This design comes from an exercise in tuning for small area and a short achievable clock period on the open sky130 flow, not from production work.
Only simulation tests tie the RTL to the original design; equivalence was not proved.
No driver is modelled on the clock port, so clocking that relies on it looks cheaper here than on a real chip.
No activity file was given, so power comes from the tool's default toggle rates.

P:
==> flow/design.v <==
module axi_stream_insert_header #(
    parameter DATA_WD = 128,
    parameter DATA_BYTE_WD = DATA_WD / 8
) (
    input clk,
    input rst_n,
    input valid_in,
    input [DATA_WD-1 : 0] data_in,
    input [DATA_BYTE_WD-1 : 0] keep_in,
    input last_in,
    output reg ready_in,
    output reg valid_out,
    output reg [DATA_WD-1 : 0] data_out,
    output reg [DATA_BYTE_WD-1 : 0] keep_out,
    output reg last_out,
    input ready_out,
    input valid_insert,
    input [DATA_WD-1 : 0] header_insert,
    input [DATA_BYTE_WD-1 : 0] keep_insert,
    output reg ready_insert
);
function integer clog2;
input integer n;
begin
    for (clog2 = 0; n > 0; clog2 = clog2 + 1)
        n = n >> 1;
end
endfunction
localparam BW = DATA_BYTE_WD;
localparam ZW = clog2(BW - 1);
function hz_ge;
    input [BW-1:0] keep;
    input integer k;
begin
    if (k <= 0)
        hz_ge = 1'b1;
    else if (k >= BW)
        hz_ge = 1'b0;
    else
        hz_ge = ~keep[BW-k];
end
endfunction
function [ZW-1:0] therm_zeros;
    input [BW-1:0] keep;
    integer i, m;
    reg acc;
begin
    for (i = 0; i < ZW; i = i + 1) begin
        acc = 1'b0;
        for (m = (1 << i); m < BW; m = m + (2 << i))
            acc = acc | (hz_ge(keep, m) & ~hz_ge(keep, m + (1 << i)));
        therm_zeros[i] = acc;
    end
end
endfunction
reg [DATA_WD-1:0] prev;         
reg [ZW-1:0] hz;                
reg pend;                       
reg rin;                        
wire start = ~rin & ~valid_out & ready_out & valid_insert & valid_in;
wire [2*DATA_WD-1:0] win0 = {prev, data_in};
wire [2*DATA_WD-1:0] win1 = hz[3] ? {win0[2*DATA_WD-1-64:0], 64'b0} : win0;
wire [2*DATA_WD-1:0] win2 = hz[2] ? {win1[2*DATA_WD-1-32:0], 32'b0} : win1;
wire [2*DATA_WD-1:0] win3 = hz[1] ? {win2[2*DATA_WD-1-16:0], 16'b0} : win2;
wire [2*DATA_WD-1:0] win4 = hz[0] ? {win3[2*DATA_WD-1-8:0], 8'b0} : win3;
wire [BW-1:0] kin = {1'b1, keep_in[BW-2:0]};
function fz_ge;
    input [BW-1:0] keep;
    input integer m;
begin
    if (m <= 0)
        fz_ge = 1'b1;
    else if (m >= BW)
        fz_ge = 1'b0;
    else
        fz_ge = ~keep[m-1];
end
endfunction
function [ZW-1:0] fz_of;
    input [BW-1:0] keep;
    integer i, m;
    reg acc;
begin
    for (i = 0; i < ZW; i = i + 1) begin
        acc = 1'b0;
        for (m = (1 << i); m < BW; m = m + (2 << i))
            acc = acc | (fz_ge(keep, m) & ~fz_ge(keep, m + (1 << i)));
        fz_of[i] = acc;
    end
end
endfunction
reg [ZW-1:0] fzd;               
wire [ZW-1:0] tz = hz + fzd;    
wire [2*BW-1:0] kw0 = {{BW{1'b1}}, kin};
wire [2*BW-1:0] kw1 = hz[3] ? {kw0[2*BW-1-8:0], 8'b0} : kw0;
wire [2*BW-1:0] kw2 = hz[2] ? {kw1[2*BW-1-4:0], 4'b0} : kw1;
wire [2*BW-1:0] kw3 = hz[1] ? {kw2[2*BW-1-2:0], 2'b0} : kw2;
wire [2*BW-1:0] kw4 = hz[0] ? {kw3[2*BW-1-1:0], 1'b0} : kw3;
wire [BW-1:0] keep_cur = kw4[2*BW-1:BW];
wire spill = kw4[BW-1];
always @(posedge clk or negedge rst_n) begin
    if (~rst_n) begin
        ready_in <= 1'b0;
        rin <= 1'b0;
        ready_insert <= 1'b0;
        valid_out <= 1'b0;
        pend <= 1'b0;
    end
    else begin
        ready_in <= start | (ready_in & ~last_in);
        rin <= start | (rin & ~last_in);
        ready_insert <= start;
        valid_out <= rin | pend;
        pend <= rin & last_in & spill;
    end
end
always @(posedge clk) begin
    if (~rin & ~valid_out)
        hz <= therm_zeros(keep_insert);
    prev <= rin ? data_in : header_insert;
    data_out <= win4[2*DATA_WD-1:DATA_WD];
    fzd <= fz_of(keep_in);
    keep_out <= pend ? ({BW{1'b1}} << tz) : keep_cur;
    last_out <= pend | (rin & last_in & ~spill);
end
endmodule
Settings: LEC_CHECK=0, CAP_MARGIN=20, CORE_MARGIN=2, CORE_UTILIZATION=50, SETUP_SLACK_MARGIN=1.0, SLEW_MARGIN=20; clock period 14.0 ns.
standard.sh (not shown) runs the stock make flow with config.mk's settings and CLKGATE_MAP_FILE= SYNTH_SCRIPT=/design/flow/synth_recipe.tcl, a recipe that flattens the netlist after the stock synthesis.
==> flow/flow/run.sh <==
#!/bin/bash
# The standard ORFS layout (the standard.sh), with these changes made through
# ORFS's own hooks and variables:
#  - synthesis is the standard synthesis with an area-oriented ABC mapping
#    script and a smaller cell list for ABC (synth_abc.tcl, abc_map.script)
#  - the port buffers are buf_1 cells
#  - clock tree synthesis without dummy loads, from a clkbuf_16 root and clkbuf_8
#    cells in larger clusters
#  - repair_timing after CTS and after global routing aims at a setup slack of
#    FLOW_FLOW_MARGIN ns (margin.tcl)
set -euo pipefail
here=$(pwd)
export FLOW_STD_SYNTH="$here/synth_recipe.tcl"
export FLOW_ABC_SCRIPT="$here/flow/abc_map.script"
export FLOW_ABC_DONT_USE="sky130_fd_sc_hd__o22a_1 sky130_fd_sc_hd__o22a_2 sky130_fd_sc_hd__o22a_4 sky130_fd_sc_hd__a22o_1 sky130_fd_sc_hd__a22o_2 sky130_fd_sc_hd__a22o_4"
export FLOW_FLOW_MARGIN=10.1
export BUFFER_PORTS_ARGS="-buffer_cell sky130_fd_sc_hd__buf_1"
export POST_GLOBAL_PLACE_TCL="$here/flow/post_gp.tcl"
export CTS_ARGS="-sink_clustering_enable -repair_clock_nets -dont_use_dummy_load -buf_list sky130_fd_sc_hd__clkbuf_8 -root_buf sky130_fd_sc_hd__clkbuf_16 -sink_clustering_size 16 -sink_clustering_max_diameter 60"
export PRE_CTS_TCL="$here/flow/margin.tcl"
export PRE_GLOBAL_ROUTE_TCL="$here/flow/margin.tcl"
bash standard.sh SYNTH_SCRIPT="$here/flow/synth_abc.tcl" finish > standard_flow.log 2>&1
==> flow/flow/post_gp.tcl <==
# Give the output ports a stronger buffer than the buf_1 that buffer_ports inserted.
set out_buf sky130_fd_sc_hd__buf_2
set n 0
foreach bterm [[ord::get_db_block] getBTerms] {
  if {[$bterm getIoType] != "OUTPUT"} { continue }
  set net [$bterm getNet]
  if {$net == "NULL"} { continue }
  foreach iterm [$net getITerms] {
    if {![$iterm isOutputSignal]} { continue }
    set inst [$iterm getInst]
    if {[[$inst getMaster] getName] == "sky130_fd_sc_hd__buf_1"} {
      replace_cell [get_cells [$inst getName]] [get_lib_cells $out_buf]
      incr n
    }
  }
}
puts "post_gp.tcl: $n output buffers now $out_buf"
Other scripts of this flow, unchanged in this note and not shown: flow/flow/abc_map.script, flow/flow/margin.tcl, flow/flow/synth_abc.tcl
What Q does differently from P at the input level:
Settings: GPL_ROUTABILITY_DRIVEN now 0, previously not set.
--- a/flow/flow/run.sh
+++ b/flow/flow/run.sh
@@ -17,3 +17,2 @@
 export BUFFER_PORTS_ARGS="-buffer_cell sky130_fd_sc_hd__buf_1"
-export POST_GLOBAL_PLACE_TCL="$here/flow/post_gp.tcl"
 export CTS_ARGS="-sink_clustering_enable -repair_clock_nets -dont_use_dummy_load -buf_list sky130_fd_sc_hd__clkbuf_8 -root_buf sky130_fd_sc_hd__clkbuf_16 -sink_clustering_size 16 -sink_clustering_max_diameter 60"
removed: flow/flow/post_gp.tcl
==> notes.md <==
On Q: total power is 0.76% lower than what P gave. Comparing P and Q, the lower wire length per cell after detailed routing was measured on Q. As far as count of sequential standard cells goes, Q and P are indistinguishable; the numbers are identical. Q and P ended up with roughly the same number of cells in the finished layout apart from fillers. Looking only at arrival time at the worst endpoint, and setting everything else aside, the lower value of P and Q goes to P. Diff P -> Q | clock power share | increase of 0.5 points. For the area overhead of the layout relative to synthesis, Q came in 1.4 points lower than P did. Via count essentially unchanged between P and Q. [compare] base=P new=Q: number of DRC violations after detailed routing essentially unchanged; multi-input logic portion of the cell area increased 0.43 points; layout clock buffer count increased about 4%.


## lane 1
// axi_stream_insert_header: RTL as listed in full above, without the edits since
Settings: LEC_CHECK=0, CAP_MARGIN=20, CORE_MARGIN=2, CORE_UTILIZATION=50, SETUP_SLACK_MARGIN=1.0, SLEW_MARGIN=20; clock period 14.0 ns.
==> flow/flow/run.sh <==
#!/bin/bash
# The standard ORFS layout (the standard.sh), with these changes made through
# ORFS's own hooks and variables:
#  - synthesis is the standard synthesis with an area-oriented ABC mapping
#    script (synth_abc.tcl, abc_map.script)
#  - the port buffers are buf_1 cells
#  - clock tree synthesis without dummy loads, from clkbuf_8 cells in larger clusters
#  - repair_timing after CTS and after global routing aims at a setup slack of
#    FLOW_FLOW_MARGIN ns (margin.tcl)
set -euo pipefail
here=$(pwd)
export FLOW_STD_SYNTH="$here/synth_recipe.tcl"
export FLOW_ABC_SCRIPT="$here/flow/abc_map.script"
export FLOW_FLOW_MARGIN=10.1
export BUFFER_PORTS_ARGS="-buffer_cell sky130_fd_sc_hd__buf_1"
export CTS_ARGS="-sink_clustering_enable -repair_clock_nets -dont_use_dummy_load -buf_list sky130_fd_sc_hd__clkbuf_8 -root_buf sky130_fd_sc_hd__clkbuf_16 -sink_clustering_size 16 -sink_clustering_max_diameter 60"
export PRE_CTS_TCL="$here/flow/margin.tcl"
export PRE_GLOBAL_ROUTE_TCL="$here/flow/margin.tcl"
bash standard.sh SYNTH_SCRIPT="$here/flow/synth_abc.tcl" finish > standard_flow.log 2>&1
==> flow/flow/abc_map.script <==
strash
dch
amap -Q 0.1
topo
==> flow/flow/margin.tcl <==
# Have this step's repair_timing aim at a setup slack of FLOW_FLOW_MARGIN ns
# instead of the configured margin, so that the paths that set the achieved
# period get sized and buffered as critical paths.
set ::env(SETUP_SLACK_MARGIN) $::env(FLOW_FLOW_MARGIN)
==> flow/flow/synth_abc.tcl <==
# The standard synthesis (synth_recipe.tcl, sourced below), with one change:
# ABC maps the logic with flow/abc_map.script (an area-oriented mapping: strash; dch; amap -Q 0.1)
# instead of ORFS's abc_speed.script. Flip-flops are mapped before ABC runs, so
# the registers, their names and cell types are those of the standard synthesis.
proc abc {args} {
  set i [lsearch -exact $args -script]
  if {$i >= 0} {
    lset args [expr {$i + 1}] $::env(FLOW_ABC_SCRIPT)
  }
  yosys abc {*}$args
}
source $::env(FLOW_STD_SYNTH)
#### Input delta (lane 2 over lane 1)
diff --git a/flow/flow/run.sh b/flow/flow/run.sh
--- a/flow/flow/run.sh
+++ b/flow/flow/run.sh
@@ -5,3 +5,4 @@
 #    script (synth_abc.tcl, abc_map.script)
-#  - the port buffers are buf_1 cells
+#  - the port buffers are buf_1 cells; the output ones become buf_2 after global
+#    placement (post_gp.tcl)
 #  - clock tree synthesis without dummy loads, from clkbuf_8 cells in larger clusters
@@ -15,2 +16,3 @@
 export BUFFER_PORTS_ARGS="-buffer_cell sky130_fd_sc_hd__buf_1"
+export POST_GLOBAL_PLACE_TCL="$here/flow/post_gp.tcl"
 export CTS_ARGS="-sink_clustering_enable -repair_clock_nets -dont_use_dummy_load -buf_list sky130_fd_sc_hd__clkbuf_8 -root_buf sky130_fd_sc_hd__clkbuf_16 -sink_clustering_size 16 -sink_clustering_max_diameter 60"
==> flow/flow/abc_map.script <==
strash
dch
amap
topo
==> flow/flow/post_gp.tcl (new file) <==
# Give the output ports a stronger buffer than the buf_1 that buffer_ports inserted.
set out_buf sky130_fd_sc_hd__buf_2
set n 0
foreach bterm [[ord::get_db_block] getBTerms] {
  if {[$bterm getIoType] != "OUTPUT"} { continue }
  set net [$bterm getNet]
  if {$net == "NULL"} { continue }
  foreach iterm [$net getITerms] {
    if {![$iterm isOutputSignal]} { continue }
    set inst [$iterm getInst]
    if {[[$inst getMaster] getName] == "sky130_fd_sc_hd__buf_1"} {
      replace_cell [get_cells [$inst getName]] [get_lib_cells $out_buf]
      incr n
    }
  }
}
puts "post_gp.tcl: $n output buffers now $out_buf"
diff --git a/flow/flow/synth_abc.tcl b/flow/flow/synth_abc.tcl
--- a/flow/flow/synth_abc.tcl
+++ b/flow/flow/synth_abc.tcl
@@ -1,3 +1,3 @@
 # The standard synthesis (synth_recipe.tcl, sourced below), with one change:
-# ABC maps the logic with flow/abc_map.script (an area-oriented mapping: strash; dch; amap -Q 0.1)
+# ABC maps the logic with flow/abc_map.script (an area-oriented mapping: strash; dch; amap)
 # instead of ORFS's abc_speed.script. Flip-flops are mapped before ABC runs, so
==> notes.md <==
- The higher final core utilization came out of lane 2.
- Looking at final area across both flows, lane 2 is the weaker of the two, with lane 1 ahead.
- Lane 1 → lane 2: final instance count without filler cells has increased; achievable clock frequency went up by about 0.8%; routed length on met3 decreased by 14% relative to the old numbers; total power held.
Input-level comparison between lane 3 and lane 2:
diff --git a/flow/flow/run.sh b/flow/flow/run.sh
--- a/flow/flow/run.sh
+++ b/flow/flow/run.sh
@@ -14,5 +14,4 @@
 export FLOW_ABC_SCRIPT="$here/flow/abc_map.script"
-export FLOW_FLOW_MARGIN=10.1
+export FLOW_FLOW_MARGIN=10.5
 export BUFFER_PORTS_ARGS="-buffer_cell sky130_fd_sc_hd__buf_1"
-export POST_GLOBAL_PLACE_TCL="$here/flow/post_gp.tcl"
 export CTS_ARGS="-sink_clustering_enable -repair_clock_nets -dont_use_dummy_load -buf_list sky130_fd_sc_hd__clkbuf_8 -root_buf sky130_fd_sc_hd__clkbuf_16 -sink_clustering_size 16 -sink_clustering_max_diameter 60"
==> flow/flow/abc_map.script <==
strash
dch
amap -Q 0.1
topo
removed: flow/flow/post_gp.tcl
Synthesized area shrinks slightly when moving from lane 2 to lane 3. Relative area change from synthesis to final layout for lane 3 is higher than for lane 2. Relative to lane 2, antenna diode instance count increased by 2 in lane 3. Power: lane 3 draws more than lane 2. Capture point of the worst path: ready_in -> lane 2, valid_out -> lane 3. Lane 2 → lane 3: pre-CTS worst setup slack went down, starting density of the core went down.
[inputs] lane 4 vs lane 3
- changing CORE_UTILIZATION from 50 to 55
diff --git a/flow/flow/run.sh b/flow/flow/run.sh
--- a/flow/flow/run.sh
+++ b/flow/flow/run.sh
@@ -4,6 +4,6 @@
 #  - synthesis is the standard synthesis with an area-oriented ABC mapping
-#    script (synth_abc.tcl, abc_map.script)
-#  - the port buffers are buf_1 cells; the output ones become buf_2 after global
-#    placement (post_gp.tcl)
-#  - clock tree synthesis without dummy loads, from clkbuf_8 cells in larger clusters
+#    script and a smaller cell list for ABC (synth_abc.tcl, abc_map.script)
+#  - the port buffers are buf_1 cells
+#  - clock tree synthesis without dummy loads, from a clkbuf_16 root and clkbuf_8
+#    cells in larger clusters
 #  - repair_timing after CTS and after global routing aims at a setup slack of
@@ -14,3 +14,4 @@
 export FLOW_ABC_SCRIPT="$here/flow/abc_map.script"
-export FLOW_FLOW_MARGIN=10.5
+export FLOW_ABC_DONT_USE="sky130_fd_sc_hd__o22a_1 sky130_fd_sc_hd__o22a_2 sky130_fd_sc_hd__o22a_4 sky130_fd_sc_hd__a22o_1 sky130_fd_sc_hd__a22o_2 sky130_fd_sc_hd__a22o_4"
+export FLOW_FLOW_MARGIN=10.1
 export BUFFER_PORTS_ARGS="-buffer_cell sky130_fd_sc_hd__buf_1"
==> flow/flow/synth_abc.tcl <==
# The standard synthesis (synth_recipe.tcl, sourced below), with one change:
# ABC maps the logic with flow/abc_map.script (an area-oriented mapping: strash; dch;
# amap -Q 0.1) instead of ORFS's abc_speed.script, and without the cells listed in
# FLOW_ABC_DONT_USE (o22a and a22o, so that the byte-shift muxes map to o22ai).
# Flip-flops are mapped before ABC runs, so the registers, their names and cell
# types are those of the standard synthesis.
proc abc {args} {
  set i [lsearch -exact $args -script]
  if {$i >= 0} {
    lset args [expr {$i + 1}] $::env(FLOW_ABC_SCRIPT)
  }
  foreach cell $::env(FLOW_ABC_DONT_USE) {
    lappend args -dont_use $cell
  }
  yosys abc {*}$args
}
source $::env(FLOW_STD_SYNTH)
## What came out
Of lane 3 and lane 4, lane 4 shows the higher total number of nets in the final design, with lane 3 below it. On via count: between lane 3 and lane 4, it ends up lower for lane 3. In lane 4 relative to lane 3, synthesized area had gone down by a few percent. Comparing lane 3 and lane 4, synthesis-to-finish area growth is lower on lane 4. Setup slack: lane 4 less than lane 3. Compared to lane 3, the router laid down less metal wire for lane 4.

[separate check: timing with driven ports]
How much do the figures lean on ideal ports? The routed layouts below were timed once more, with nothing changed but the port constraints. Step 1 (the two cells are an assumption about what drives the block):
set clk [get_ports {clk}]
set_driving_cell -lib_cell sky130_fd_sc_hd__clkbuf_16 $clk
set_driving_cell -lib_cell sky130_fd_sc_hd__buf_2 [delete_from_list [all_inputs] $clk]
Step 2 times the ports against the registers' clock, not the clock port: input delays grow and output delays shrink by t, the midpoint of the rising clock arrivals with the driver on. Slacks: ideal ports / drivers / drivers and shift; pairs: ideal ports / drivers.
| run | t (ns) | setup slack, ns | worst setup path at the end | latest minus earliest clock arrival (ns) | worst data-port slew with drivers (ns) |
|---|---|---|---|---|---|
| P | 0.532 | 10.152 / 10.103 / 9.906 | input to register | 0.038 / 0.037 | 0.11 |
| Q | 0.537 | 10.128 / 10.081 / 9.861 | input to register | 0.056 / 0.056 | 0.11 |
| lane 1 | 0.548 | 10.121 / 10.071 / 9.849 | input to register | 0.042 / 0.042 | 0.10 |
| lane 2 | 0.542 | 10.152 / 10.103 / 9.880 | input to register | 0.033 / 0.034 | 0.09 |
| lane 3 | 0.547 | 10.140 / 10.091 / 10.018 | input to register | 0.048 / 0.047 | 0.10 |
| lane 4 | 0.538 | 10.133 / 10.083 / 9.809 | input to register | 0.043 / 0.042 | 0.10 |
After both steps every run listed still meets setup and hold. The setup slack of lane 4, which loses most, moves by -0.050 ns with the drivers and by -0.324 ns with both steps.
